What follows belongs to an exercise in optimizing a design on an open flow for small area, a short achievable clock period and few clock cycles per item; a production flow would make more cautious choices.
No functional check of the RTL was part of any run shown here.

==> flow/design.v, too long to show whole: its modules and the start of the top module <==
// module COMP_Control: 1093 lines
// module FA: 4 lines
// module FAX: 4 lines
// module XOR3: 3 lines
// module MAJ3: 3 lines
// module KMUX: 3 lines
// module AOI21: 3 lines
// module OAI21: 3 lines
// module NAND2: 3 lines
// module NOR2: 3 lines
// module XOR2: 3 lines
// module XNOR2: 3 lines
module COMP_Control(
    input clock,
    input rst,
    input start_trigger,
    input reset_act,
    input reset_data,
    input signed [15:0] K0,
    input signed [15:0] K1,
    input signed [15:0] K2,
    input signed [17:0] setPoint,
    input signed [17:0] data,
    output reg busy,
    output wire signed [15:0] COMP_output
    );
  // ...
==> flow/flow/run.sh <==
#!/bin/bash
# The standard layout (standard.sh: the standard flow's synthesis, floorplan, placement,
# CTS, routing) at the design's clock period and constraints, with two
# changes to how hard the resizer works:
#  - repair_timing aims for a setup slack of SETUP_MARGIN ns instead of 0,
#    so the critical paths get sized and buffered although the 12 ns clock
#    would already be met;
#  - the port buffers are buf_2 cells rather than the resizer's pick.
set -euo pipefail
cd "$(dirname "$0")/.."
SETUP_MARGIN=$(cat flow/setup_margin.txt)
bash standard.sh "SETUP_SLACK_MARGIN=$SETUP_MARGIN" \
  "BUFFER_PORTS_ARGS=-buffer_cell sky130_fd_sc_hd__buf_2" finish > standard_make.log 2>&1
==> flow/flow/setup_margin.txt <==
6.0
==> flow/standard.sh <==
#!/bin/bash
# synth_recipe.tcl (not shown) runs the flow's synth.tcl, then flattens the netlist and writes it again
# the make line also repeats each setting of config.mk as NAME=value (left out here)
make -C /OpenROAD-flow-scripts/flow DESIGN_CONFIG=/design/flow/config.mk WORK_HOME=/design/flow/orfs CLKGATE_MAP_FILE= SYNTH_SCRIPT=/design/flow/synth_recipe.tcl "${@:-finish}"
==> flow/config.mk <==
export PLATFORM = sky130hd
export DESIGN_NAME = COMP_Control
export DESIGN_NICKNAME = COMP_Control
export VERILOG_FILES = /design/flow/design.v
export SDC_FILE = /design/flow/constraint.sdc
export NUM_CORES = 4
export LEC_CHECK = 0
export CAP_MARGIN = 20
export CORE_MARGIN = 2
export CORE_UTILIZATION = 40
export CTS_BUF_LIST = sky130_fd_sc_hd__clkbuf_8
export SLEW_MARGIN = 20
export SYNTH_HIERARCHICAL = 1
export SYNTH_MINIMUM_KEEP_SIZE = 0
==> flow/constraint.sdc <==
create_clock -name core_clock -period 12.0 [get_ports {clock}]
set_input_delay 2.4000 -clock core_clock [delete_from_list [all_inputs] [get_ports {clock}]]
set_output_delay 2.4000 -clock core_clock [all_outputs]
set_load 0.01 [all_outputs]
==> results.cfg, run 1 <==
[drt]
route.layer.met1.wl_mm = 18.13
ant_nets = 0
via_per_inst = 5.264
drtIter0Drc = 686
dr_total_vias = 11680

[worst_setup_path]
worst_ep_arrival_time_ns = 6.31
rrSetupSlack_ns = 7.01
critical_path.top_delay_family = adder cells
cp-endpoint = C[19]$_SDFF_PP0_
timing.rr.end = C[20]$_SDFF_PP0_
critical_path_class = in2reg

[grt]
grt_overflow = 0
antenna_found_initial = 0
use_met2_pct = 35.09
grt_util_met1_pct = 27.16

[pwr]
p_clk_uw = 415
power_density_mw_per_mm2 = 136.9
irDropWorstVdd_mv = 0.06762
sw_frac_of_total_pct = 41.92
power_frac_seq_pct = 31.2
powerComb_mw = 1.18
power_frac_comb_pct = 50.9

[hold_path]
holdPathEnd = e1[8]$_SDFFE_PP0P_

[finish]
multi_input_area_share_pct = 70.41
n_fill_cell = 3805
dominant_cells = multi-input combinational cells
final_area_mm2 = 0.01699
final_common_cell = fa_1
top_regs = C x48, S x48
ff_latch_area_mm2 = 0.003045
fin_util_pct = 44.06

[sta]
tightest_slew_ns = 0.9213
clock.fmax_ghz = 0.1690
grt_setup_unrepaired = false
setup_viol = 0

[synthesis]
syn_avg_cell_area_um2 = 9.474
ys_ff_latch = 152

[clock_tree]
cts-root-buf = clkbuf_8
ctsHoldBuffers = 0

[floorplan]
initial_utilization_pct = 40.45

[placed_design]
postPlaceCellArea_mm2 = 0.01643

[run_status]
status = no timing/DRC/antenna violations
==> module KMUX, before the edit <==
module KMUX(input busy, input go, input [15:0] kr, input [15:0] k2, output [15:0] y);
    assign y = busy ? kr : (k2 & {16{go}});
endmodule
==> run 2, diff against run 1 <==
--- a/flow/design.v
+++ b/flow/design.v
@@ -14,21 +14,20 @@
     );
     reg [18:0] e0, e1;
     reg [47:0] S, C;
     reg [15:0] Kr;
     reg sB, sC;    
     wire load = start_trigger & ~busy & ~reset_act & ~rst;
     wire clr_all = rst | (reset_act & reset_data);
     wire [18:0] diff = {setPoint[17], setPoint} - {data[17], data};
-    wire go = start_trigger & ~reset_act;
     wire [15:0] Km;
-    KMUX umA (.busy(busy), .go(go), .kr(Kr), .k2(K2), .y(Km));
+    KMUX umA (.busy(busy), .start(start_trigger), .ract(reset_act), .kr(Kr), .k2(K2), .y(Km));
     wire [15:0] KmB;    
-    KMUX umB (.busy(busy), .go(go), .kr(Kr), .k2(K2), .y(KmB));
+    KMUX umB (.busy(busy), .start(start_trigger), .ract(reset_act), .kr(Kr), .k2(K2), .y(KmB));
     wire d0_one = e1[0] ^ 1'b0;
     wire d0_two = (e1[1] & ~e1[0] & ~1'b0) | (~e1[1] & e1[0] & 1'b0);
     wire d0_neg = (e1[1] & ~(e1[0] & 1'b0)) ^ sB;
     wire d0_pp0 = ((d0_one & Km[0])) ^ d0_neg;
     wire d0_pp1 = ((d0_one & Km[1]) | (d0_two & Km[0])) ^ d0_neg;
     wire d0_pp2 = ((d0_one & Km[2]) | (d0_two & Km[1])) ^ d0_neg;
     wire d0_pp3 = ((d0_one & Km[3]) | (d0_two & Km[2])) ^ d0_neg;
     wire d0_pp4 = ((d0_one & Km[4]) | (d0_two & Km[3])) ^ d0_neg;
@@ -1100,17 +1099,18 @@
     MAJ3 um (.a(a), .b(b), .c(c), .y(co));
 endmodule
 module XOR3(input a, input b, input c, output y);
     assign y = a ^ b ^ c;
 endmodule
 module MAJ3(input a, input b, input c, output y);
     assign y = (a & b) | (a & c) | (b & c);
 endmodule
-module KMUX(input busy, input go, input [15:0] kr, input [15:0] k2, output [15:0] y);
+module KMUX(input busy, input start, input ract, input [15:0] kr, input [15:0] k2, output [15:0] y);
+    wire go = start & ~ract;
     assign y = busy ? kr : (k2 & {16{go}});
 endmodule
 module AOI21(input a, input b, input c, output y);    
     assign y = ~(a | (b & c));
 endmodule
 module OAI21(input a, input b, input c, output y);    
     assign y = ~(a & (b | c));
 endmodule
==> results.cfg, run 2 <==
[finish]
fin_util_pct = 44.69
n_fill_cell = 3793
ff_latch_area_mm2 = 0.003045
area_growth_pct = 9.898
finalNonFillerCells = 2277
final_common_cell = fa_1
final_area_mm2 = 0.01731
top_regs = C x48, S x48
nets = 2097
num_antenna_cells = 0
multi_input_area_mm2 = 0.01222
mostFrequentLayoutCells = fa_1, xnor2_1, nand2_1
final_layout_size_suffix_gt1_share_pct = 15.12

[hold_path]
worstHoldPathCells = 2
min_path_type = reg2reg

[worst_setup_path]
cp-endpoint = C[17]$_SDFF_PP0_
crit_chain = buf_4 > nand2b_4 > o21ai_2 > a22oi_1 > xnor2_1 > ha_1 > fa_1 > fa_1 > fa_1 > fa_1 > and2_1
startpoint = start_trigger
r2r-start = sB$_SDFF_PP0_
cpMostUsedCell = fa_1
path_depth = 11
worst_ep_arrival_time_ns = 6.30
path_max_fanout = 26
critical_path_class = in2reg
reg2reg_depth = 10
slowest_delay_ns = 0.59
rrSetupSlack_ns = 7.07
timing.rr.end = C[22]$_SDFF_PP0_
cp-end-kind = flip-flop
critPathLaunchType = input port
critical_path.top_delay_family = adder cells
crit_slowest_cell = o21ai_2
required_ns = 12.39
worst-path-buf-inv = 1

[floorplan]
die_h_um = 202.4
die_w_um = 202.4
die_area_mm2 = 0.04098
core_area_mm2 = 0.03874
io_pins = 106
rows = 72
initial_utilization_pct = 40.66

[clock_tree]
insertion_delay_ns = 0.50
clk_path_buf_depth = 2
ctsHoldBuffers = 0
cts_tree = done
path_clk_slew_ns = 0.09
cts-root-buf = clkbuf_8
cts_buffers = 17
htreeDepth = 4
clock-sinks = 152

[sta]
report.final.slew_viol_count = 0
setup_tns_ns = 0
setup_viol = 0
tightest_slew_ns = 0.9382
hold_viol = 0
finalCritPeriodShare_pct = 49.26
fin_crit_ns = 5.911
grt_setup_unrepaired = false
setup_slack_ns = 6.089
clock-skew-final_ns = 0.01576
whs_ns = 0.4494
slew_headroom_pct = 37.03
clock.fmax_ghz = 0.1692

[synthesis]
async_flop_share_pct = 0
ys_seq_area_share_pct = 19.32
yosys_warnings = 7
yosysTopAreaCell = fa_1
synthTopCellsByArea = fa_1, dfxtp_1, xnor2_1
synth.most_common_cell = fa_1
synth_enable_flop_cells = 0
synth_top_area_share_pct = 26.82
synth_ff_type = dfxtp_1
ys_types = 60
ys_ff_latch = 152
syn_avg_cell_area_um2 = 9.276
synthCells = 1698
synth_area_mm2 = 0.01575
synthTopCellsByCount = fa_1, xnor2_1, nand2_1

[grt]
grtUsageMet3_pct = 3.322
grt_util_met1_pct = 27.94
use_met2_pct = 34.61
grt_most_used_layer = met2
grt_pass1_vias = 12370
grt_pass1_wl_mm = 67.04
antenna_found_initial = 0
track_usage_pct = 20.96
grt_overflow = 0
grt_max_degree = 96

[drt]
drc = 0
drtIter0Drc = 761
dr_total_vias = 11960
via_per_inst = 5.252
drtPass1Iterations = 5
routedWlPerCell_um = 18.13
totalWireLength_mm = 41.28
ant_nets = 0

[placed_design]
hpwl_mm = 32.19
dpl_worst_slack_ns = 4.964
postPlaceCellArea_mm2 = 0.01662
post-place-cells = 2237
io_buffer_count = 105
place_congestion = 0.8878

[run_status]
status = no timing/DRC/antenna violations

[pwr]
power_density_mw_per_mm2 = 137.9
finalPower_mw = 2.388
irDropWorstVdd_mv = 0.05984
leakagePower_nw = 6.739

[flow_run]
drv_cap = 0
-- run 2: report_power, final --
part | internal, mW | switching (mW)
clock | 0.189 | 0.225
combinational | 0.582 | 0.661
sequential | 0.611 | 0.121
-- run 2: repair_timing --
item,CTS,global route
gates resized for setup,20,15
cloned,0,0
pin swaps,0,7
setup endpoints to repair,28,23
setup buffers,0,8
endpoints found under the hold margin,0,0
-- run 2: area by class of cell --
class                      instances  share of cell area (%)
clock buffer                      17                   1.352
clock inverter                    15                  0.9541
inverter                          62                   1.344
multi-input combinational       1381                   70.57
sequential                       152                   17.59
tap                              518                   3.744
timing repair buffer             132                   4.438
-- run 2: logic make-up (layout without fill, tap and decap cells) --
logic type                 count (synthesis)  after routing  synth area share (%)
DFF                                      152            152                 19.32
buffers and inverters                    171            226                 4.528
other                                      1              7               0.02381
xor gates and xnor gates                 241            241                 13.45
and+or+nand+nor                          492            492                 15.03
AOI/OAI and AO/OA                        354            354                 15.06
adders and majority gates                262            262                 30.87
muxes                                     25             25                 1.724
-- run 2: tightest hold or removal path, cell delays in order, from the launching register on --
cell	delay (ns)
dfxtp_1	0.31
nand2_1	0.05
a21oi_1	0.05
-- run 2: Yosys stat by module, one instance, submodules excluded --
module | cells | cell area, µm² | flip-flops and latches | copies in the design
NOR2 | 1 | 3.754 | 0 | 82
NAND2 | 1 | 3.754 | 0 | 72
OAI21 | 1 | 5.005 | 0 | 54
AOI21 | 1 | 8.758 | 0 | 31
KMUX | 53 | 296.5 | 0 | 2
FA | 1 | 20.02 | 0 | 210
COMP_Control | 1143 | 9834 | 152 | 1
-- run 2: how the worst min path moves through the flow --
stage                                      to                 from  slack (ns)
after global placement    e1[13]$_SDFFE_PP0P_  e0[13]$_SDFFE_PP0N_        0.43
after CTS                 e1[14]$_SDFFE_PP0P_  e0[14]$_SDFFE_PP0N_        0.45
after floorplan           e1[10]$_SDFFE_PP0P_  e0[10]$_SDFFE_PP0N_        0.43
after detailed placement  e1[12]$_SDFFE_PP0P_  e0[12]$_SDFFE_PP0N_        0.44
final                     e1[12]$_SDFFE_PP0P_  e0[12]$_SDFFE_PP0N_        0.45
after global routing      e1[10]$_SDFFE_PP0P_  e0[10]$_SDFFE_PP0N_        0.48
-- run 2: per-layer routing --
metal	up-vias	part of all wire [%]	routed length (µm)
li1	5678	-	-
met1	5841	45	18500
met2	384	47	19380
met3	56	5.6	2311
met4	0	2.6	1092
met5	-	0	0

## separate check: timing with driven ports
How much do the figures lean on ideal ports? The routed layouts below were timed once more, with nothing changed but the port constraints. Step 1, drivers: a clkbuf_16 drives clock and a buf_2 each remaining input, both assumed. Step 2 moves the port delays by t, midway between the first and last clock arrival at a register: inputs arrive t later, outputs are due t later. That takes back most of the time a late clock gives input paths. Three values: ideal, step 1, step 2; two values: the first two.
run | t, ns | setup WS [ns] | hold WS [ns] | worst setup path after step 2
run 1 | 0.536 | 6.083 / 6.096 / 5.560 | 0.446 / 0.446 / 0.446 | input to register
run 2 | 0.547 | 6.089 / 6.091 / 5.544 | 0.449 / 0.449 / 0.449 | input to register
After both steps setup and hold are still met in every run listed. The setup slack of run 2, which loses most, moves by +0.002 ns with the drivers and by -0.545 ns with both steps.
